Context: an optimization exercise on an open-source flow, tuned for small area. The choices shown serve that exercise and are no tape-out recipe.
In this exercise RTL edits were held to simulation tests only and were not proved equivalent to the original.
Power is estimated from default activity; no workload was simulated.

===== flow/run.sh =====
#!/bin/bash
# Standard ORFS layout, with the combinational logic of the standard synthesis
# re-mapped for area (registers untouched), small port buffers, and a clock tree
# of small clock buffers without dummy loads.
set -euo pipefail
export RDIR=$PWD/orfs/results/sky130hd/CIPU/base
export BUFFER_PORTS_ARGS="-buffer_cell sky130_fd_sc_hd__buf_1"
export CTS_ARGS="-sink_clustering_enable -repair_clock_nets -dont_use_dummy_load -buf_list {sky130_fd_sc_hd__clkbuf_4 sky130_fd_sc_hd__clkbuf_8} -sink_clustering_size 16 -sink_clustering_max_diameter 60"
export ABC_SCRIPT="+strash;&get,-n;&deepsyn,-T,240;&dch,-f;&nf,-R,1000;&put"
bash standard.sh synth > synth.log 2>&1
cp $RDIR/1_2_yosys.v $RDIR/1_2_yosys_std.v
if yosys -c flow/resynth.tcl > resynth.log 2>&1 && yosys -c flow/equiv.tcl > equiv.log 2>&1; then
  cp $RDIR/1_2_yosys_rs.v $RDIR/1_2_yosys.v
  rm -f $RDIR/1_synth.odb $RDIR/1_synth.sdc
  echo "using the re-mapped netlist" > resynth_used.log
else
  echo "re-mapping failed; using the standard netlist" > resynth_used.log
fi
bash standard.sh > standard.log 2>&1

===== flow/equiv.tcl =====
# Prove the re-mapped netlist equal to the standard one, register for register.
set lib $::env(FLOW_HOME)/platforms/sky130hd/lib/sky130_fd_sc_hd__tt_025C_1v80.lib
set rdir $::env(RDIR)
set top $::env(FLOW_TOP)
yosys read_liberty -ignore_miss_func $lib
yosys read_verilog $rdir/1_2_yosys_std.v
yosys rename $top gold
yosys read_verilog $rdir/1_2_yosys_rs.v
yosys rename $top gate
yosys flatten gold gate
yosys async2sync
yosys opt_clean
yosys equiv_make gold gate eq
yosys hierarchy -top eq
yosys equiv_simple -undef
yosys equiv_induct -undef
yosys equiv_status -assert

===== flow/resynth.tcl =====
# Re-map the combinational logic of the standard synthesis netlist for area.
# Every register cell of the standard synthesis is kept as it is (same instance,
# name and cell type); only the logic between them is re-synthesized.
set lib $::env(FLOW_HOME)/platforms/sky130hd/lib/sky130_fd_sc_hd__tt_025C_1v80.lib
set rdir $::env(RDIR)
set top $::env(FLOW_TOP)
yosys read_liberty -ignore_miss_func $lib
yosys read_verilog $rdir/1_2_yosys_std.v
yosys hierarchy -top $top
yosys blackbox *df* *dlx* *dlr* *dlclkp* *sdlclkp*
yosys flatten
yosys opt -purge
yosys abc -liberty $lib -dont_use sky130_fd_sc_hd__probe_p_8 -dont_use sky130_fd_sc_hd__probec_p_8 \
  -dont_use sky130_fd_sc_hd__lpflow_* -script $::env(ABC_SCRIPT)
yosys opt_clean -purge
yosys setundef -zero
yosys hilomap -singleton -hicell sky130_fd_sc_hd__conb_1 HI -locell sky130_fd_sc_hd__conb_1 LO
yosys splitnets
yosys opt_clean -purge
yosys rename -hide w:*.*
# left out here: hide names made inside functions
yosys tee -o $rdir/resynth_stat.txt stat -liberty $lib
yosys write_verilog -noattr -noexpr -nohex -nodec $rdir/1_2_yosys_rs.v

===== standard.sh =====
#!/bin/bash
# synth_recipe.tcl (not shown) runs the flow's synth.tcl, then flattens the netlist and writes it again
# the make line also repeats each setting of config.mk as NAME=value (left out here)
make -C /OpenROAD-flow-scripts/flow DESIGN_CONFIG=/design/flow/config.mk WORK_HOME=/design/flow/orfs CLKGATE_MAP_FILE= SYNTH_SCRIPT=/design/flow/synth_recipe.tcl "${@:-finish}"

===== config.mk =====
export PLATFORM = sky130hd
export DESIGN_NAME = CIPU
export DESIGN_NICKNAME = CIPU
export VERILOG_FILES = /design/flow/design.v
export SDC_FILE = /design/flow/constraint.sdc
export NUM_CORES = 4
export LEC_CHECK = 0
export CAP_MARGIN = 20
export CORE_MARGIN = 2
export CORE_UTILIZATION = 65
export GPL_TIMING_DRIVEN = 0
export PLACE_DENSITY = 0.75
export SLEW_MARGIN = 20

===== constraint.sdc =====
create_clock -name core_clock -period 5.0 [get_ports {clk}]
set_input_delay 1.0000 -clock core_clock [delete_from_list [all_inputs] [get_ports {clk}]]
set_output_delay 1.0000 -clock core_clock [all_outputs]
set_load 0.01 [all_outputs]

===== design.v =====
module CIPU(
    input clk,
    input rst,
    input [7:0] people_thing_in,
    input ready_fifo,
    input ready_lifo,
    input [7:0] thing_in,
    input [3:0] thing_num,
    output reg valid_fifo,
    output reg valid_lifo,
    output reg valid_fifo2,
    output [7:0] people_thing_out,
    output reg [7:0] thing_out,
    output reg done_thing,
    output reg done_fifo,
    output reg done_lifo,
    output reg done_fifo2
);
reg [1:0] st;
wire s_read = (st == 2'b01);
wire s_fout = (st == 2'b10);
wire s_lout = (st == 2'b11);
reg [4:0] pq [0:14];
reg [4:0] qi;           
reg [4:0] pout;
assign people_thing_out = {3'b010, pout};
reg [7:0] stk [0:14];
reg [3:0] top;
reg [3:0] cnt;          
wire letter  = s_read && (people_thing_in[7:5] == 3'b010) && (people_thing_in[4:0] != 5'd0) &&
               (people_thing_in[4:0] <= 5'd26);
wire is_semi = (thing_in == 8'h3B);
wire is_end  = (thing_in == 8'h24);
wire push    = s_read && !is_semi && !is_end && (top != 4'd15);
wire load    = is_semi && (cnt == 4'd0) && !valid_lifo && !done_thing;
wire popping = (cnt != 4'd0);
wire [3:0] topm1 = top - 4'd1;
wire [3:0] raddr = s_lout ? qi[3:0] : topm1;
wire [3:0] pq_ra = s_read ? (letter ? 4'd14 : 4'd15) : qi[3:0];
wire [4:0] pq_rd = (pq_ra == 4'd15) ? pout : pq[pq_ra];
wire num0    = (thing_num == 4'd0);    
wire lout_go = (top != 4'd0);
wire q_more  = !qi[4];
integer i;
always @(posedge clk) begin
    if (letter) begin
        pq[0] <= people_thing_in[4:0];
        for (i = 1; i < 15; i = i + 1) pq[i] <= pq[i-1];
    end
    if (push) stk[top] <= thing_in;
    pout <= pq_rd;
    thing_out <= (s_read && num0) ? 8'h30 : stk[raddr];
end
always @(posedge clk or posedge rst) begin
    if (rst) begin
        st <= 2'b00;
        qi <= 5'h1f;
        top <= 4'd0;
        cnt <= 4'd0;
        valid_fifo <= 1'b0;
        valid_lifo <= 1'b0;
        valid_fifo2 <= 1'b0;
        done_thing <= 1'b0;
        done_fifo <= 1'b0;
        done_lifo <= 1'b0;
        done_fifo2 <= 1'b0;
    end else begin
        case (st)
            2'b00: if (ready_fifo) st <= 2'b01;
            2'b01: begin
                if (done_lifo) st <= 2'b10;
                if (letter) qi <= qi + 5'd1;
                if (push) top <= top + 4'd1;
                if (load) cnt <= num0 ? 4'd1 : thing_num;
                if (is_end) done_lifo <= 1'b1;
                if (popping) begin
                    if (!num0) top <= topm1;
                    cnt <= cnt - 4'd1;
                end
                valid_lifo <= popping;
                done_thing <= !popping && valid_lifo;
            end
            2'b10: begin
                if (done_fifo) begin
                    st <= 2'b11;
                    qi <= qi + 5'd1;
                end else begin
                    valid_fifo <= q_more;
                    done_fifo <= !q_more;
                    if (q_more) qi <= qi - 5'd1;
                end
            end
            2'b11: begin
                valid_fifo2 <= lout_go;
                done_fifo2 <= !lout_go;
                if (lout_go) begin
                    top <= topm1;
                    qi <= qi + 5'd1;
                end
            end
        endcase
    end
end
endmodule

==> results of run 1 <==
critical path, cell delays in order:
cell and delay [ps]:
buf_1 100, or2_0 230, or4_1 400, nand3_1 160, clkinv_2 630, buf_12 430, a21oi_1 780, nand2_1 440
o41ai_2 250, a221o_1 270
report_power, final:
part	switching (mW)	internal (mW)	total [mW]
registers	0.158	2.30	2.45
clock network	0.547	0.325	0.872
logic	1.23	0.638	1.87
state kept, by name, summed over array words and instances, names as in the netlist:
register	cells
stk	120
pq	75
thing_out	8
pout	5
qi	5
cnt	4
top	4
st	2
done_fifo	1
done_fifo2	1
done_lifo	1
done_thing	1
valid_fifo	1
valid_fifo2	1
valid_lifo	1
routing by layer:
layer  share of wire (%)  GRT usage (%)
met5                   0              0
met3                 9.5           4.36
met2                  45           36.9
met4                 1.4           5.95
met1                  44           40.6
per-stage QoR:
stage	utilization, %	power (mW)	std cells	setup WS [ps]	setup TNS, ps
final	71.2	5.19	790	636	0
after global routing	71.2	5.46	790	269	0
after CTS	71.1	5.16	790	551	0
after detailed placement	69.2	4.32	772	61.7	0
after global placement	68.6	4.22	769	-204	-1620
after floorplan	-	3.68	551	879	0
final cells by class:
class | instances | area, um2 | share of cell area, %
Sequential cell | 230 | 6720 | 72.2
Multi-Input combinational cell | 315 | 1900 | 20.4
Clock buffer | 18 | 248 | 2.66
Tap cell | 176 | 220 | 2.36
Timing Repair Buffer | 45 | 200 | 2.15
Inverter | 6 | 23.8 | 0.255
worst min path at each step:
stage | startpoint | to | slack [ps] | cells past startpoint
floorplan | pq[9][4] | pq[10][4] | 420 | 0
global placement | pq[10][2] | pq[11][2] | 430 | 0
detailed placement | pq[6][1] | pq[7][1] | 440 | 0
CTS | pq[6][1] | pq[7][1] | 450 | 0
global route | pq[1][1] | pq[2][1] | 470 | 0
finish | pq[6][1] | pq[7][1] | 460 | 0
==> impl_metrics.yaml, run 1 <==
outcome:
  status: "finished clean"
critical_path:
  ff2ff_setup_slack_ps: 840
  timing.reg2reg.worst_path_depth: 9
  maximum_net_fanout_on_the_critical_path: 47
  worstSetupEndpoint: "pout[2]"
  worst_r2r_startpoint: "st[1]"
  critPathArrivalTime_ps: 4710
  worstSetupStartpoint: "people_thing_in[2]"
  timing.critical_path.to_type: "flop"
  setup.worst_path.start_class: "primary input"
  critical_path_required_ps: 5350
  r2r-end: "pout[2]"
  setup.worst_path.class: "in -> reg"
global_routing:
  first_global_vias: 5003
  wire_length_of_the_first_global_routing_pass_um: 27500
  globalRouteOverflowTotal: 0
  grt_max_degree: 48
  track_usage_pct: 25.2
  antenna_found_initial: 0
routing:
  detail_route.iter0.violations: 714
  dr.pass1.iters: 6
  remaining_design_rule_violation_count: 0
  vias_per_cell: 6.69
  count_of_antenna_violating_nets_left_after_detailed_routing: 0
  detailroute.via_count: 5285
  drt_wl_total_um: 17800
  route.detailed.wl_per_inst_um: 22.5
clocking:
  post_cts.repair.setup_buffers: 0
  tritoncts_clock_tree: "yes"
  post_cts.resized_instances: 0
  clkSlewWorstSetupHoldPaths_ps: 90
  clk_root_buffer_cell: "clkbuf_8"
  numClockSinks: 230
  cts-root-to-sink-buffers: 3
  htree_levels: 1
  cts_made_buffers: 18
  worstSkewPairLatency_ps: 510
  cts_hold_buffers: 0
sta:
  tightest_slew_ps: 987
  period_share_pct: 87.3
  fmax_ghz: 0.229
  worst_hold_slack_ps: 455
  final-hold-violation-count: 0
  setup_viol: 0
  grt_setup_unrepaired: "no"
  fin_skew_ps: 41.2
  timing_max_transition_violations_final: 0
  max_slew_margin_pct: 34.2
  min_period_ps: 4360
power_and_ir_drop:
  max-vdd-ir-drop_uv: 323
  power.density_cell_area_mw_per_mm2: 558
  power.leakage_nw: 2.94
placement:
  detailedPlacementHpwl_um: 11600
  dpl-instance-area_mm2: 0.00905
  place_congestion: 0.848
  port_buffers: 42
yosys:
  count_of_mapped_cells_out_of_synthesis: 550
  ys.warnings.count: 2
  syn-mean-instance-area_um2: 15.6
  syn_area_mm2: 0.00860
die:
  std_cell_rows: 42
  die_w_um: 119
  die_h_um: 119
  core_mm2: 0.0131
  top_level_ports: 47
  dieArea_mm2: 0.0142
  floorplan.initialDensity_pct: 65.7
finish:
  flow.area_growth_from_synthesis_pct: 8.31
  antenna_diodes: 0
  num-fill-cells: 836
  final_layout_size_suffix_gt1_share_pct: 5.70
  most-common-layout-cells: "edfxtp_1 (200), nor2_1 (56), buf_1 (42)"
  layout.cells.most_common: "edfxtp_1"
  nets: 640
  post-route-cell-area_mm2: 0.00931
job:
  total_of_max_cap_violations: 0
hold_path:
  worstHoldPathType: "reg -> reg"
==> run 2, diff against run 1 <==
==> flow/run.sh (replaced) <==
#!/bin/bash
# Standard ORFS layout, with the combinational logic of the standard synthesis
# re-mapped for area (registers untouched), small port buffers, and a clock tree
# of small clock buffers without dummy loads.
set -euo pipefail
export RDIR=$PWD/orfs/results/sky130hd/CIPU/base
export BUFFER_PORTS_ARGS="-buffer_cell sky130_fd_sc_hd__buf_1"
export CTS_ARGS="-sink_clustering_enable -repair_clock_nets -dont_use_dummy_load -buf_list {sky130_fd_sc_hd__clkbuf_4 sky130_fd_sc_hd__clkbuf_8} -sink_clustering_size 16 -sink_clustering_max_diameter 60"
bash standard.sh synth > synth.log 2>&1
cp $RDIR/1_2_yosys.v $RDIR/1_2_yosys_std.v
# re-map with four random seeds of ABC's deep synthesis in parallel; keep the smallest
for s in 1 2 3 4; do
  RS_TAG=$s ABC_SCRIPT="+strash;&get,-n;&deepsyn,-S,$s,-T,${DEEPSYN_T:-150};&dch,-f;&nf,-R,1000;&put" \
    yosys -c flow/resynth.tcl > resynth_$s.log 2>&1 &
done
wait || true
best=""; barea=""
for s in 1 2 3 4; do
  f=$RDIR/resynth_stat_$s.txt
  [ -f $f ] || continue
  a=$(grep "Chip area" $f | awk '{print $NF}')
  if [ -z "$best" ] || awk "BEGIN{exit !($a < $barea)}"; then best=$s; barea=$a; fi
done
echo "best seed: ${best:-none} area ${barea:-none}" > resynth_used.log
if [ -n "$best" ]; then
  cp $RDIR/1_2_yosys_rs_$best.v $RDIR/1_2_yosys_rs.v
  if yosys -c flow/equiv.tcl > equiv.log 2>&1; then
    cp $RDIR/1_2_yosys_rs.v $RDIR/1_2_yosys.v
    rm -f $RDIR/1_synth.odb $RDIR/1_synth.sdc
    echo "using the re-mapped netlist" >> resynth_used.log
  else
    echo "equivalence failed; using the standard netlist" >> resynth_used.log
  fi
fi
bash standard.sh > standard.log 2>&1
--- a/flow/resynth.tcl
+++ b/flow/resynth.tcl
@@ -19,5 +19,5 @@
 yosys opt_clean -purge
 yosys rename -hide w:*.*
 # left out here: hide names made inside functions
-yosys tee -o $rdir/resynth_stat.txt stat -liberty $lib
-yosys write_verilog -noattr -noexpr -nohex -nodec $rdir/1_2_yosys_rs.v
+yosys tee -o $rdir/resynth_stat_$::env(RS_TAG).txt stat -liberty $lib
+yosys write_verilog -noattr -noexpr -nohex -nodec $rdir/1_2_yosys_rs_$::env(RS_TAG).v
--- a/config.mk
+++ b/config.mk
@@ -7,7 +7,7 @@
 export LEC_CHECK = 0
 export CAP_MARGIN = 20
 export CORE_MARGIN = 2
-export CORE_UTILIZATION = 65
+export CORE_UTILIZATION = 75
 export GPL_TIMING_DRIVEN = 0
-export PLACE_DENSITY = 0.75
+export PLACE_DENSITY = 0.85
 export SLEW_MARGIN = 20
==> impl_metrics.yaml, run 2 <==
critical_path:
  setup.worst_path.start_class: "primary input"
  r2r-end: "thing_out[6]"
  timing.critical_path.to_type: "flop"
  cp_cell_sequence: "buf_1 -> or2_0 -> or4_1 -> nand3_1 -> clkinv_2 -> nor2_1 -> nand2_1 -> o41ai_1 -> a221o_1"
  critical-path-max-stage-delay_ps: 890
  critPathArrivalTime_ps: 4280
  cpMaxStageDelayCell: "nor2_1"
  worstSetupEndpoint: "pout[3]"
  timing.reg2reg.worst_path_depth: 9
  setup.worst_path.class: "in -> reg"
  maximum_net_fanout_on_the_critical_path: 31
  critical_path_required_ps: 5360
  ff2ff_setup_slack_ps: 1330
  worst_r2r_startpoint: "top[1]"
  worstSetupStartpoint: "people_thing_in[0]"
global_routing:
  first_global_vias: 5317
  grt_max_degree: 47
  antenna_found_initial: 0
  wire_length_of_the_first_global_routing_pass_um: 28600
  globalRouteOverflowTotal: 0
  track_usage_pct: 30.3
sta:
  final-hold-violation-count: 0
  fin_skew_ps: 66.1
  setup_viol: 0
  period_share_pct: 78.5
  grt_setup_unrepaired: "no"
  fmax_ghz: 0.255
  tns_ps: 0
  timing_max_transition_violations_final: 0
  tightest_slew_ps: 1060
  min_period_ps: 3920
  max_slew_margin_pct: 28.6
die:
  std_cell_rows: 38
  dieArea_mm2: 0.0123
  top_level_ports: 47
  die_h_um: 111
  die_w_um: 111
  floorplan.initialDensity_pct: 77.8
  core_mm2: 0.0110
power_and_ir_drop:
  power_mw: 5.50
  netSwitchingFraction_pct: 39.4
  share_comb_of_total_power_pct: 38.7
  max-vdd-ir-drop_uv: 462
  power.leakage_nw: 2.92
  switchingPower_mw: 2.17
  power.density_cell_area_mw_per_mm2: 599
  cell_internal_pwr_mw: 3.33
  p_clk_share_pct: 15.6
  sequentialPowerShare_pct: 45.7
clocking:
  tritoncts_clock_tree: "yes"
  post_cts.repair.setup_buffers: 0
  htree_levels: 1
  cts_hold_buffers: 0
  worstSkewPairLatency_ps: 510
  cts-root-to-sink-buffers: 3
  clkSlewWorstSetupHoldPaths_ps: 100
  post_cts.resized_instances: 0
  numClockSinks: 230
  clk_root_buffer_cell: "clkbuf_8"
  cts_made_buffers: 18
finish:
  layout.cells.most_common: "edfxtp_1"
  max_reg_flops: 120
  biggestRegsByFlops: "stk: 120 flops, pq: 75 flops, thing_out: 8 flops"
  antenna_diodes: 0
  final_layout_size_suffix_gt1_share_pct: 5.05
  max_flop_register: "stk"
  flow.area_growth_from_synthesis_pct: 7.47
  most-common-layout-cells: "edfxtp_1 (200), nor2_1 (57), nand2_1 (46)"
  nets: 640
yosys:
  ys.warnings.count: 2
  syn_area_mm2: 0.00854
  count_of_mapped_cells_out_of_synthesis: 551
  syn-mean-instance-area_um2: 15.5
hold_path:
  worstHoldPathType: "reg -> reg"
  min-delay-start: "pq[0][0]"
routing:
  dr.pass1.iters: 5
  detail_route.iter0.violations: 958
  route.detailed.wl_per_inst_um: 24.8
  count_of_antenna_violating_nets_left_after_detailed_routing: 0
  drt_wl_total_um: 18700
  remaining_design_rule_violation_count: 0
  detailroute.via_count: 5368
  vias_per_cell: 7.12
placement:
  detailedPlacementHpwl_um: 11900
  port_buffers: 42
  place_congestion: 0.871
outcome:
  status: "finished clean"
job:
  total_of_max_cap_violations: 0
-- run 2: worst min-delay path by stage --
stage	endpoint	cells past startpoint
after global placement	pq[5][1]	0
after global routing	pq[7][1]	0
after floorplan	thing_out[2]	2
after detailed placement	pq[7][2]	0
final	pq[1][0]	0
after CTS	pq[1][0]	0
-- run 2: power groups by stage --
stage / registers [mW] / logic (mW) / clock network [mW]
2_1_floorplan: 2.54 / 1.31 / 0
3_3_place_gp: 2.52 / 1.92 / 0
3_5_place_dp: 2.55 / 2.03 / 0
4_1_cts: 2.50 / 2.07 / 0.862
5_1_grt: 2.53 / 2.29 / 0.921
6_report: 2.51 / 2.13 / 0.859
-- run 2: area by class of cell --
class	count	area, um2
fillers	554	1800
repair buffers	44	185
clock buffers	18	248
multi-input cells	318	1840
inverters	4	16.3
flip-flops and latches	230	6720
well taps	140	175
-- run 2: through the flow --
step           instances  setup slack (ps)  instance area, um2  hold WS (ps)  utilization [%]
6_report             754              1080                9180           442             83.6
5_1_grt              754               811                9180           464             83.6
4_1_cts              754              1060                9180           457             83.6
3_5_place_dp         736               557                8930           434             81.4
3_3_place_gp         734              16.0                8880           431             80.9
2_1_floorplan        552               994                8550           421                -
-- run 2: worst max-delay path: cells and delay by family --
family / cells / cell delay (ps)
buffers and inverters: 2 / 530
and+or+nand+nor: 5 / 2120
AOI/OAI and AO/OA: 2 / 630
-- run 2: per-layer routing --
metal	up-vias	routed length [um]	share of wire [%]	GRT usage [%]
met2	412	8670	46	46.0
li1	2323	-	-	-
met3	67	2480	13	7.16
met4	0	588	3.1	11.3
met1	2566	6950	37	44.2
met5	-	0	0	0
==> run 3, diff against run 2 <==
--- a/flow/run.sh
+++ b/flow/run.sh
@@ -5,7 +5,7 @@
 set -euo pipefail
 export RDIR=$PWD/orfs/results/sky130hd/CIPU/base
 export BUFFER_PORTS_ARGS="-buffer_cell sky130_fd_sc_hd__buf_1"
-export CTS_ARGS="-sink_clustering_enable -repair_clock_nets -dont_use_dummy_load -buf_list {sky130_fd_sc_hd__clkbuf_4 sky130_fd_sc_hd__clkbuf_8} -sink_clustering_size 16 -sink_clustering_max_diameter 60"
+export CTS_ARGS="-sink_clustering_enable -repair_clock_nets -dont_use_dummy_load -buf_list {sky130_fd_sc_hd__clkbuf_4} -sink_clustering_size 10 -sink_clustering_max_diameter 40"
 bash standard.sh synth > synth.log 2>&1
 cp $RDIR/1_2_yosys.v $RDIR/1_2_yosys_std.v
 # re-map with four random seeds of ABC's deep synthesis in parallel; keep the smallest
--- a/config.mk
+++ b/config.mk
@@ -5,9 +5,9 @@
 export SDC_FILE = /design/flow/constraint.sdc
 export NUM_CORES = 4
 export LEC_CHECK = 0
-export CAP_MARGIN = 20
+export CAP_MARGIN = 10
 export CORE_MARGIN = 2
 export CORE_UTILIZATION = 75
 export GPL_TIMING_DRIVEN = 0
 export PLACE_DENSITY = 0.85
-export SLEW_MARGIN = 20
+export SLEW_MARGIN = 10
==> impl_metrics.yaml, run 3 <==
sta:
  period_share_pct: 79.4
  fin_skew_ps: 33.1
  final-hold-violation-count: 0
  min_period_ps: 3970
  max_slew_margin_pct: 27.0
  tightest_slew_ps: 1080
  tns_ps: 0
  worst_hold_slack_ps: 383
  setup_viol: 0
  timing_max_transition_violations_final: 0
  fmax_ghz: 0.252
  setup_ws_ps: 1030
  grt_setup_unrepaired: "no"
routing:
  route.detailed.wl_per_inst_um: 24.0
  wl_met1_um: 6920
  vias_per_cell: 7.13
  top_signal_layer_used: "met4"
  remaining_design_rule_violation_count: 0
  detail_route.iter0.violations: 995
  drt_wl_total_um: 18300
  met2_wirelength_um: 8520
  dr.pass1.iters: 7
  met3_wirelength_um: 2460
  detailroute.via_count: 5458
  count_of_antenna_violating_nets_left_after_detailed_routing: 0
job:
  total_of_max_cap_violations: 0
finish:
  postLayoutCoreUtil_pct: 83.1
  final_layout_size_suffix_gt1_share_pct: 6.41
  post-route-cell-area_mm2: 0.00913
  num-fill-cells: 570
  final-instance-count-excl-fill: 765
  max_reg_flops: 120
  most-common-layout-cells: "edfxtp_1 (200), nor2_1 (57), nand2_1 (46)"
  nets: 650
  biggestRegsByFlops: "stk: 120 flops, pq: 75 flops, thing_out: 8 flops"
  multi_input_comb_area_mm2: 0.00183
  max_flop_register: "stk"
  flow.area_growth_from_synthesis_pct: 6.87
  sequential_cell_area_mm2: 0.00672
  layout.cells.most_common: "edfxtp_1"
placement:
  place.detailed.instances: 735
  dpl-instance-area_mm2: 0.00889
  worst_slack_after_detailed_placement_ps: -176
  port_buffers: 42
  place_congestion: 0.871
  detailedPlacementHpwl_um: 11600
global_routing:
  first_global_vias: 5203
  antenna_found_initial: 1
  track_usage_pct: 29.4
  grt_max_degree: 77
  globalRouteOverflowTotal: 0
  wire_length_of_the_first_global_routing_pass_um: 27700
power_and_ir_drop:
  power.density_cell_area_mw_per_mm2: 590
  power.leakage_nw: 2.91
  max-vdd-ir-drop_uv: 425
  sequentialPowerShare_pct: 46.5
  cell_internal_pwr_mw: 3.26
  power_mw: 5.39
  p_clk_share_pct: 14.7
  share_comb_of_total_power_pct: 38.8
  switchingPower_mw: 2.13
  netSwitchingFraction_pct: 39.5
yosys:
  syn-mean-instance-area_um2: 15.5
  count_of_mapped_cells_out_of_synthesis: 551
  syn_area_mm2: 0.00854
  ys.warnings.count: 2
clocking:
  clkSlewWorstSetupHoldPaths_ps: 110
  numClockSinks: 230
  post_cts.repair.setup_buffers: 0
  cts_hold_buffers: 0
  htree_levels: 1
  cts-root-to-sink-buffers: 3
  clk_root_buffer_cell: "clkbuf_4"
  tritoncts_clock_tree: "yes"
  post_cts.resized_instances: 0
  worstSkewPairLatency_ps: 620
  cts_made_buffers: 28
die:
  die_h_um: 111
  core_mm2: 0.0110
  floorplan.initialDensity_pct: 77.8
  die_w_um: 111
  std_cell_rows: 38
  dieArea_mm2: 0.0123
  top_level_ports: 47
critical_path:
  critical_path_required_ps: 5490
  timing.critical_path.to_type: "flop"
  ff2ff_setup_slack_ps: 1030
  critPathArrivalTime_ps: 4460
  setup.worst_path.start_class: "flop"
  maximum_net_fanout_on_the_critical_path: 76
  setup.worst_path.class: "reg -> reg"
hold_path:
  worstHoldPathType: "in -> async"
outcome:
  status: "finished clean"
==> run 3: per-layer routing <==
metal,up-vias,global-route usage [%]
met1,2588,43.7
met2,454,43.6
li1,2358,-
met3,58,7.82
met4,0,9.92
met5,-,0
==> run 3: power by group through the flow <==
stage / Combinational [mW] / Sequential [mW] / Clock (mW)
floorplan: 1.31 / 2.54 / 0
global placement: 1.92 / 2.52 / 0
detailed placement: 2.01 / 2.54 / 0
CTS: 2.02 / 2.50 / 0.791
global route: 2.25 / 2.53 / 0.855
finish: 2.09 / 2.51 / 0.792
==> run 3: area by class of cell <==
| type | count | area share, % |
|---|---|---|
| inverters | 4 | 0.192 |
| clock buffers | 28 | 2.30 |
| diodes | 1 | 0.0274 |
| multi-input cells | 318 | 20.0 |
| well taps | 140 | 1.92 |
| flip-flops and latches | 230 | 73.6 |
| repair buffers | 44 | 1.89 |
==> run 3: critical path, stage by stage (launching register included) <==
cell and delay, ps:
dfrtp_1 450, clkinv_1 110, nand2_1 230, nor4b_1 320, nand3_1 230, inv_4 710, nor2_1 450, o41ai_1 1040
a221o_1 310
==> run 3: worst paths after layout <==
path	startpoint	end	cells past startpoint
max reg2reg	st[1]	pout[0]	8
min in group core_clock	pq[12][4]	pq[13][4]	0
min reg2reg	pq[12][4]	pq[13][4]	0
max in group asynchronous	rst	qi[0]	2
min	rst	top[0]	2
max	st[1]	pout[0]	8
==> run 4, diff against run 3 <==
--- a/flow/run.sh
+++ b/flow/run.sh
@@ -8,19 +8,32 @@
 export CTS_ARGS="-sink_clustering_enable -repair_clock_nets -dont_use_dummy_load -buf_list {sky130_fd_sc_hd__clkbuf_4} -sink_clustering_size 10 -sink_clustering_max_diameter 40"
 bash standard.sh synth > synth.log 2>&1
 cp $RDIR/1_2_yosys.v $RDIR/1_2_yosys_std.v
-# re-map with four random seeds of ABC's deep synthesis in parallel; keep the smallest
+# re-map with random seeds of ABC's deep synthesis, four at a time in parallel, in two
+# rounds (the second starts from the first round's smallest netlist); keep the smallest
+best=""; barea=""
+pick() {
+  for s in "$@"; do
+    f=$RDIR/resynth_stat_$s.txt
+    [ -f $f ] || continue
+    a=$(grep "Chip area" $f | awk '{print $NF}')
+    if [ -z "$best" ] || awk "BEGIN{exit !($a < $barea)}"; then best=$s; barea=$a; fi
+  done
+}
 for s in 1 2 3 4; do
-  RS_TAG=$s ABC_SCRIPT="+strash;&get,-n;&deepsyn,-S,$s,-T,${DEEPSYN_T:-150};&dch,-f;&nf,-R,1000;&put" \
+  RS_IN=$RDIR/1_2_yosys_std.v RS_TAG=$s ABC_SCRIPT="+strash;&get,-n;&deepsyn,-S,$s,-T,${DEEPSYN_T:-120};&dch,-f;&nf,-R,1000;&put" \
     yosys -c flow/resynth.tcl > resynth_$s.log 2>&1 &
 done
 wait || true
-best=""; barea=""
-for s in 1 2 3 4; do
-  f=$RDIR/resynth_stat_$s.txt
-  [ -f $f ] || continue
-  a=$(grep "Chip area" $f | awk '{print $NF}')
-  if [ -z "$best" ] || awk "BEGIN{exit !($a < $barea)}"; then best=$s; barea=$a; fi
-done
+pick 1 2 3 4
+if [ -n "$best" ]; then
+  r1=$best
+  for s in 5 6 7 8; do
+    RS_IN=$RDIR/1_2_yosys_rs_$r1.v RS_TAG=$s ABC_SCRIPT="+strash;&get,-n;&deepsyn,-S,$s,-T,${DEEPSYN_T:-120};&dch,-f;&nf,-R,1000;&put" \
+      yosys -c flow/resynth.tcl > resynth_$s.log 2>&1 &
+  done
+  wait || true
+  pick 5 6 7 8
+fi
 echo "best seed: ${best:-none} area ${barea:-none}" > resynth_used.log
 if [ -n "$best" ]; then
   cp $RDIR/1_2_yosys_rs_$best.v $RDIR/1_2_yosys_rs.v
--- a/flow/resynth.tcl
+++ b/flow/resynth.tcl
@@ -5,7 +5,7 @@
 set rdir $::env(RDIR)
 set top $::env(FLOW_TOP)
 yosys read_liberty -ignore_miss_func $lib
-yosys read_verilog $rdir/1_2_yosys_std.v
+yosys read_verilog $::env(RS_IN)
 yosys hierarchy -top $top
 yosys blackbox *df* *dlx* *dlr* *dlclkp* *sdlclkp*
 yosys flatten
--- a/config.mk
+++ b/config.mk
@@ -7,7 +7,7 @@
 export LEC_CHECK = 0
 export CAP_MARGIN = 10
 export CORE_MARGIN = 2
-export CORE_UTILIZATION = 75
+export CORE_UTILIZATION = 78
 export GPL_TIMING_DRIVEN = 0
-export PLACE_DENSITY = 0.85
+export PLACE_DENSITY = 0.87
 export SLEW_MARGIN = 10
==> impl_metrics.yaml, run 4 <==
outcome:
  status: "finished clean"
critical_path:
  critPathArrivalTime_ps: 3360
  setup.worst_path.class: "in -> reg"
  critPathTopFamily: "simple AND/OR/NAND/NOR gates"
  maximum_net_fanout_on_the_critical_path: 17
  timing.critical_path.to_type: "flop"
  worst-path-buf-inv: 1
  critical-path-max-stage-delay_ps: 730
  path_depth: 6
  ff2ff_setup_slack_ps: 2200
  timing.reg2reg.worst_path_depth: 7
  critical_path_required_ps: 5260
  cp_cell_sequence: "buf_1 -> or4b_1 -> mux2i_1 -> a21oi_1 -> nand2_1 -> nor2_1"
  setup.worst_path.start_class: "primary input"
  cpMaxStageDelayCell: "nor2_1"
clocking:
  htree_levels: 1
  clk_root_buffer_cell: "clkbuf_4"
  cts_made_buffers: 29
  post_cts.resized_instances: 0
  cts_hold_buffers: 0
  numClockSinks: 230
  clkSlewWorstSetupHoldPaths_ps: 100
  post_cts.repair.setup_buffers: 0
  tritoncts_clock_tree: "yes"
  worstSkewPairLatency_ps: 650
  cts-root-to-sink-buffers: 3
sta:
  min_period_ps: 3100
  fin_skew_ps: 50.3
  timing_max_transition_violations_final: 0
  tightest_slew_ps: 925
  worst_hold_slack_ps: 428
  fmax_ghz: 0.322
  max_slew_margin_pct: 37.8
  period_share_pct: 62.0
  setup_viol: 0
  tns_ps: 0
  grt_setup_unrepaired: "no"
  final-hold-violation-count: 0
finish:
  layout.cells.most_common: "edfxtp_1"
  flow.area_growth_from_synthesis_pct: 6.08
  final_layout_size_suffix_gt1_share_pct: 12.2
  max_reg_flops: 120
  num-fill-cells: 603
  post-route-cell-area_mm2: 0.0102
  most-common-layout-cells: "edfxtp_1 (200), mux2i_1 (63), buf_1 (42)"
  nets: 739
  antenna_diodes: 0
  biggestRegsByFlops: "stk: 120 flops, pq: 75 flops, thing_out: 8 flops"
  max_flop_register: "stk"
yosys:
  ys_top_cells_by_count: "edfxtp_1 (200), mux2i_1 (63), nor2_1 (38)"
  yosys.area.top_type_share_pct: 62.3
  share_of_synthesized_flip_flops_with_an_asynchronous_set_or_reset_pct: 9.57
  synth-compound-area-share_pct: 7.75
  synth.top_cells.by_area: "edfxtp_1 (62%), mux2i_1 (6.5%), dfrtp_1 (4.4%)"
  synth_seq_cells: 230
  most_instantiated_library_cell_after_synthesis: "edfxtp_1"
  synth.lib_cells_used.distinct: 66
  yosysSeqAreaShare_pct: 69.8
  synthFlopType: "edfxtp_1"
  synthMuxAreaShare_pct: 9.86
  yosys.area_share.xor_xnor_pct: 0.818
  synth_top_family_by_area: "multiplexers"
  syn-mean-instance-area_um2: 15.4
  synthSimpleGateAreaFrac_pct: 7.35
  syn_area_mm2: 0.00963
  count_of_mapped_cells_out_of_synthesis: 627
  synth_adder_area_share_pct: 1.82
  synth-edff-count: 200
  synth_area_leader_cell: "edfxtp_1"
  ys.warnings.count: 2
global_routing:
  grt_max_degree: 76
  wire_length_of_the_first_global_routing_pass_um: 30200
  globalRouteOverflowTotal: 0
  first_global_vias: 5764
  track_usage_pct: 30.7
  antenna_found_initial: 0
hold_path:
  instance_count_along_the_most_critical_hold_path: 0
  worstHoldPathType: "reg -> reg"
placement:
  detailedPlacementHpwl_um: 13400
  dpl-instance-area_mm2: 0.0100
  port_buffers: 42
  place_congestion: 0.869
routing:
  remaining_design_rule_violation_count: 0
  dr.pass1.iters: 5
  drt_wl_total_um: 19900
  count_of_antenna_violating_nets_left_after_detailed_routing: 0
  vias_per_cell: 6.85
  detailroute.via_count: 5792
  route.detailed.wl_per_inst_um: 23.5
  detail_route.iter0.violations: 557
die:
  top_level_ports: 47
  floorplan.initialDensity_pct: 80.2
  die_h_um: 115
  core_mm2: 0.0120
  dieArea_mm2: 0.0133
  std_cell_rows: 40
  die_w_um: 115
power_and_ir_drop:
  power_mw: 6.32
  power.leakage_nw: 3.57
  power.density_cell_area_mw_per_mm2: 619
  max-vdd-ir-drop_uv: 439
job:
  total_of_max_cap_violations: 0
-- run 4: power by group --
part / switching, mW / total, mW / internal (mW)
clock: 0.543 / 0.809 / 0.265
sequential: 0.132 / 2.55 / 2.42
combinational: 1.79 / 2.96 / 1.17
total: 2.47 / 6.32 / 3.85
-- run 4: cell families (layout without fill, tap and decap cells) --
kind of cell,after synthesis,count (layout)
flops,230,230
compound gates,105,105
mux,80,80
fa+ha+maj,14,14
other cells,2,3
simple gates,140,140
buf+inv,47,118
xor+xnor,9,9
-- run 4: layer usage --
layer  track usage [%]  vias to the layer above  part of all wire (%)
met5                 0                        -                     0
met1              38.5                     2809                    37
met2              53.0                      352                    51
met4              15.4                        0                   5.2
met3              4.64                       77                   7.4
li1                  -                     2554                     -
-- run 4: area by class of cell --
class / count / area [um2] / area share, %
buffer: 30 / 180 / 1.76
clock buffer: 29 / 218 / 2.13
timing repair buffer: 42 / 158 / 1.54
inverter: 17 / 66.3 / 0.649
sequential: 230 / 6720 / 65.8
tap: 147 / 184 / 1.80
multi-input combinational: 351 / 2690 / 26.3
-- run 4: worst register-to-register path: cells and delay by family (launching register included) --
family          cells  cell delay (ps)
simple gates        3             1010
flops               1              420
compound gates      1              380
buf+inv             2              360
fa+ha+maj           1              270
-- run 4: final timing paths --
| path | from | end |
|---|---|---|
| max in group asynchronous | rst | top[1] |
| min in group asynchronous | rst | st[0] |
| setup / recovery | thing_in[0] | stk[13][4] |
| hold reg to reg | pq[11][0] | pq[12][0] |
| hold / removal | pq[11][0] | pq[12][0] |
| setup reg to reg | st[1] | stk[13][4] |
-- run 4: stage by stage --
stage	util [%]	worst slack, ps	instances
CTS	85.0	1620	846
finish	85.1	1900	846
floorplan	-	1430	628
global placement	83.1	894	817
detailed placement	83.2	989	817
global route	85.1	1760	846
==> run 5, diff against run 4 <==
--- a/flow/equiv.tcl
+++ b/flow/equiv.tcl
@@ -8,6 +8,7 @@
 yosys read_verilog $rdir/1_2_yosys_rs.v
 yosys rename $top gate
 yosys flatten gold gate
+yosys rename -hide w:_*
 yosys async2sync
 yosys opt_clean
 yosys equiv_make gold gate eq
==> impl_metrics.yaml, run 5 <==
outcome:
  status: "finished clean"
yosys:
  syn-mean-instance-area_um2: 15.7
  ys.warnings.count: 2
  syn_area_mm2: 0.00853
  count_of_mapped_cells_out_of_synthesis: 543
clocking:
  post_cts.repair.setup_buffers: 0
  worstSkewPairLatency_ps: 610
  htree_levels: 1
  cts_hold_buffers: 0
  clkSlewWorstSetupHoldPaths_ps: 100
  tritoncts_clock_tree: "yes"
  cts_made_buffers: 28
  cts-root-to-sink-buffers: 3
  post_cts.resized_instances: 0
  numClockSinks: 230
  clk_root_buffer_cell: "clkbuf_4"
die:
  std_cell_rows: 38
  top_level_ports: 47
  floorplan.initialDensity_pct: 79.3
  core_mm2: 0.0107
  die_w_um: 109
  die_h_um: 109
  dieArea_mm2: 0.0118
critical_path:
  path_depth: 8
  critical_path_required_ps: 5480
  cp_cell_sequence: "nand2b_1 -> nor4b_1 -> o21ai_0 -> a21oi_4 -> buf_16 -> nor2_1 -> o41ai_1 -> a221o_1"
  critPathTopFamily: "compound AO/OA/AOI/OAI gates"
  critical-path-max-stage-delay_ps: 820
  cpMaxStageDelayCell: "o41ai_1"
  ff2ff_setup_slack_ps: 1240
  maximum_net_fanout_on_the_critical_path: 20
  setup.worst_path.start_class: "flop"
  worst_r2r_startpoint: "st[1]"
  worst-path-buf-inv: 1
  critPathArrivalTime_ps: 4230
  setup.worst_path.class: "reg -> reg"
  timing.reg2reg.worst_path_depth: 8
  r2r-end: "pout[1]"
  timing.critical_path.to_type: "flop"
finish:
  nets: 644
  max_reg_flops: 120
  max_flop_register: "stk"
  antenna_diodes: 0
  multi_input_comb_area_mm2: 0.00183
  flow.area_growth_from_synthesis_pct: 7.75
  most-common-layout-cells: "edfxtp_1 (200), nor2_1 (47), buf_1 (42)"
  final_layout_size_suffix_gt1_share_pct: 6.63
  layout.cells.most_common: "edfxtp_1"
  sequential_cell_area_mm2: 0.00672
  num-fill-cells: 473
  post-route-cell-area_mm2: 0.00919
  biggestRegsByFlops: "stk: 120 flops, pq: 75 flops, thing_out: 8 flops"
placement:
  dpl-instance-area_mm2: 0.00896
  port_buffers: 42
  place_congestion: 0.869
  detailedPlacementHpwl_um: 12300
global_routing:
  first_global_vias: 5280
  globalRouteOverflowTotal: 0
  track_usage_pct: 32.5
  grt_max_degree: 28
  wire_length_of_the_first_global_routing_pass_um: 28200
  antenna_found_initial: 0
hold_path:
  worstHoldPathType: "in -> async"
job:
  total_of_max_cap_violations: 0
sta:
  fin_skew_ps: 39.9
  timing_max_transition_violations_final: 0
  period_share_pct: 75.2
  setup_viol: 0
  fmax_ghz: 0.266
  min_period_ps: 3760
  worst_hold_slack_ps: 380
  grt_setup_unrepaired: "no"
  max_slew_margin_pct: 20.4
  final-hold-violation-count: 0
  tightest_slew_ps: 1180
power_and_ir_drop:
  power.leakage_nw: 2.93
  max-vdd-ir-drop_uv: 462
  power.density_cell_area_mw_per_mm2: 591
  power_mw: 5.43
routing:
  detail_route.iter0.violations: 732
  detailroute.via_count: 5459
  drt_wl_total_um: 18300
  route.detailed.wl_per_inst_um: 24.2
  count_of_antenna_violating_nets_left_after_detailed_routing: 0
  dr.pass1.iters: 7
  remaining_design_rule_violation_count: 0
  vias_per_cell: 7.20
run 5: area by class of cell:
| class | instances | area share [%] |
|---|---|---|
| timing repair buffer | 46 | 2.67 |
| inverter | 1 | 0.0409 |
| tap | 140 | 1.91 |
| sequential | 230 | 73.2 |
| clock buffer | 28 | 2.29 |
| multi-input combinational | 313 | 19.9 |
run 5: worst max path at each step:
stage | start | to | slack (ps)
after floorplan | people_thing_in[7] | pout[0] | 750
after global routing | st[1] | pout[1] | 1010
after detailed placement | thing_in[1] | stk[1][6] | 890
after CTS | st[1] | pout[1] | 1270
after global placement | people_thing_in[7] | pout[2] | -240
final | st[1] | pout[1] | 1240
run 5: report_power, final:
| group | leakage, nW | switching [mW] | total, mW | internal, mW |
|---|---|---|---|---|
| Combinational | 0.676 | 1.43 | 2.11 | 0.683 |
| Clock | 0.129 | 0.540 | 0.796 | 0.257 |
| Sequential | 2.13 | 0.180 | 2.52 | 2.34 |
run 5: routing by layer:
| layer | wire [um] | track usage, % | part of all wire [%] |
|---|---|---|---|
| met1 | 6590 | 43.1 | 36 |
| met2 | 9210 | 54.2 | 50 |
| met3 | 1800 | 5.49 | 9.8 |
| met4 | 713 | 14.0 | 3.9 |
| met5 | 0 | 0 | 0 |
run 5: metrics by stage:
step	util, %	cells	setup WS, ps	TNS [ps]
6_report	85.5	758	1240	0
4_1_cts	85.3	757	1270	0
5_1_grt	85.5	758	1010	0
2_1_floorplan	-	544	755	0
3_5_place_dp	83.3	729	893	0
3_3_place_gp	82.6	726	-241	-1060
==> run 6, diff against run 5 <==
--- a/config.mk
+++ b/config.mk
@@ -7,7 +7,7 @@
 export LEC_CHECK = 0
 export CAP_MARGIN = 10
 export CORE_MARGIN = 2
-export CORE_UTILIZATION = 78
+export CORE_UTILIZATION = 75
 export GPL_TIMING_DRIVEN = 0
-export PLACE_DENSITY = 0.87
+export PLACE_DENSITY = 0.85
 export SLEW_MARGIN = 10
==> impl_metrics.yaml, run 6 <==
placement:
  place_congestion: 0.872
  detailedPlacementHpwl_um: 12600
  worst_slack_after_detailed_placement_ps: 799
  dpl-instance-area_mm2: 0.00895
  port_buffers: 42
sta:
  fmax_ghz: 0.244
  tightest_slew_ps: 1230
  timing_max_transition_violations_final: 0
  min_period_ps: 4100
  setup_viol: 0
  period_share_pct: 81.9
  fin_skew_ps: 43.5
  final-hold-violation-count: 0
  grt_setup_unrepaired: "no"
  setup_ws_ps: 904
  max_slew_margin_pct: 17.1
die:
  die_h_um: 111
  die_w_um: 111
  dieArea_mm2: 0.0122
  top_level_ports: 47
  core_mm2: 0.0110
  floorplan.initialDensity_pct: 77.6
  std_cell_rows: 38
finish:
  final_layout_size_suffix_gt1_share_pct: 6.47
  biggestRegsByFlops: "stk: 120 flops, pq: 75 flops, thing_out: 8 flops"
  post-route-cell-area_mm2: 0.00917
  nets: 644
  max_flop_register: "stk"
  antenna_diodes: 0
  max_reg_flops: 120
  num-fill-cells: 550
  layout.cells.most_common: "edfxtp_1"
  most-common-layout-cells: "edfxtp_1 (200), nor2_1 (47), buf_1 (42)"
  flow.area_growth_from_synthesis_pct: 7.60
critical_path:
  worstSetupStartpoint: "st[1]"
  critical_path_required_ps: 5500
  worst-path-buf-inv: 2
  cpMaxStageDelayCell: "o41ai_1"
  r2r-end: "pout[0]"
  timing.reg2reg.worst_path_depth: 9
  ff2ff_setup_slack_ps: 900
  setup.worst_path.start_class: "flop"
  maximum_net_fanout_on_the_critical_path: 21
  critical-path-max-stage-delay_ps: 990
  worst_r2r_startpoint: "st[1]"
  critPathTopFamily: "compound AO/OA/AOI/OAI gates"
  setup.worst_path.class: "reg -> reg"
  crit_path_frequent_cell: "buf_16"
  timing.critical_path.to_type: "flop"
  critPathArrivalTime_ps: 4590
  cp_cell_sequence: "nand2b_1 -> nor4b_1 -> o21ai_0 -> a21oi_4 -> buf_16 -> buf_16 -> nor2_1 -> o41ai_1 -> a221o_1"
clocking:
  htree_levels: 1
  cts_hold_buffers: 0
  clk_root_buffer_cell: "clkbuf_4"
  cts_made_buffers: 28
  post_cts.resized_instances: 0
  post_cts.repair.setup_buffers: 0
  clkSlewWorstSetupHoldPaths_ps: 100
  numClockSinks: 230
  cts-root-to-sink-buffers: 3
  tritoncts_clock_tree: "yes"
  worstSkewPairLatency_ps: 630
power_and_ir_drop:
  max-vdd-ir-drop_uv: 412
  power.leakage_nw: 2.93
  power_mw: 5.43
  power.density_cell_area_mw_per_mm2: 592
yosys:
  syn-mean-instance-area_um2: 15.7
  ys.warnings.count: 2
  syn_area_mm2: 0.00853
  count_of_mapped_cells_out_of_synthesis: 543
routing:
  detail_route.iter0.violations: 951
  remaining_design_rule_violation_count: 0
  drt_wl_total_um: 18800
  vias_per_cell: 7.25
  route.detailed.wl_per_inst_um: 24.7
  count_of_antenna_violating_nets_left_after_detailed_routing: 0
  dr.pass1.iters: 6
  detailroute.via_count: 5497
global_routing:
  track_usage_pct: 30.8
  globalRouteOverflowTotal: 0
  wire_length_of_the_first_global_routing_pass_um: 29200
  grt_max_degree: 32
  first_global_vias: 5333
  antenna_found_initial: 0
job:
  total_of_max_cap_violations: 0
hold_path:
  worstHoldPathType: "in -> async"
outcome:
  status: "finished clean"
## run 6: layout make-up
type                    instances  area (um2)  area share, %
flip-flops and latches        230        6720           73.3
multi-input cells             313        1820           19.9
clock buffers                  28         210           2.29
inverters                       1        3.75         0.0409
repair buffers                 46         238           2.59
well taps                     140         175           1.91
## run 6: worst max-delay path by stage
stage / depth (start not counted) / end / slack [ps]
floorplan: 7 / pout[0] / 750
global placement: 7 / pout[0] / -470
detailed placement: 9 / pout[0] / 800
CTS: 9 / pout[0] / 960
global route: 9 / pout[1] / 600
finish: 9 / pout[0] / 900
## run 6: routing by layer
| metal | global-route usage [%] | wire length [um] |
|---|---|---|
| met1 | 46.3 | 7150 |
| met2 | 47.7 | 8920 |
| met3 | 6.09 | 2270 |
| met4 | 8.08 | 410 |
| met5 | 0 | 0 |
## run 6: per-stage QoR
step           instances  util [%]  hold slack, ps  TNS [ps]
3_5_place_dp         729      81.5             436         0
6_report             758      83.5             371         0
2_1_floorplan        544         -             421         0
3_3_place_gp         726      80.8             429     -2210
5_1_grt              758      83.5             408         0
4_1_cts              757      83.4             383         0
## run 6: power breakdown
part | internal [mW] | switching, mW
sequential | 2.34 | 0.171
combinational | 0.682 | 1.44
clock | 0.257 | 0.543
total | 3.27 | 2.16

re-timing with driven ports:
The results above use ideal ports. As a check the final layouts listed here were re-extracted and re-timed, cells and wires unchanged. Step 1: set_driving_cell puts a clkbuf_16 on clk and a buf_2 on each other input, an assumption about the parent block. Step 2 adds t to the input delays and takes it off the output delays; t is the mean of the earliest and latest rising clock arrival at the registers after step 1. Input paths then give back, and output paths get back, about the clock's delay inside the block. Slacks: no drivers / after step 1 / after step 2; pairs: no drivers / after step 1.
run	t (ns)	setup slack, ns	worst setup path at the end	clock arrival spread, ns	pins driven straight from the clock port
run 1	0.521	0.636 / 0.649 / 0.128	input to register	0.042 / 0.042	1
run 2	0.514	1.076 / 1.093 / 0.579	input to register	0.067 / 0.067	1
run 3	0.646	1.029 / 1.029 / 0.713	input to register	0.034 / 0.034	1
run 4	0.657	1.898 / 1.906 / 1.249	input to register	0.051 / 0.050	1
run 5	0.631	1.241 / 1.241 / 1.038	input to register	0.048 / 0.049	1
run 6	0.642	0.904 / 0.904 / 0.763	input to register	0.044 / 0.044	1
After both steps every run listed still meets setup and hold. For run 4, which loses most, drivers alone change the setup slack by +0.008 ns; drivers and shift together by -0.649 ns.
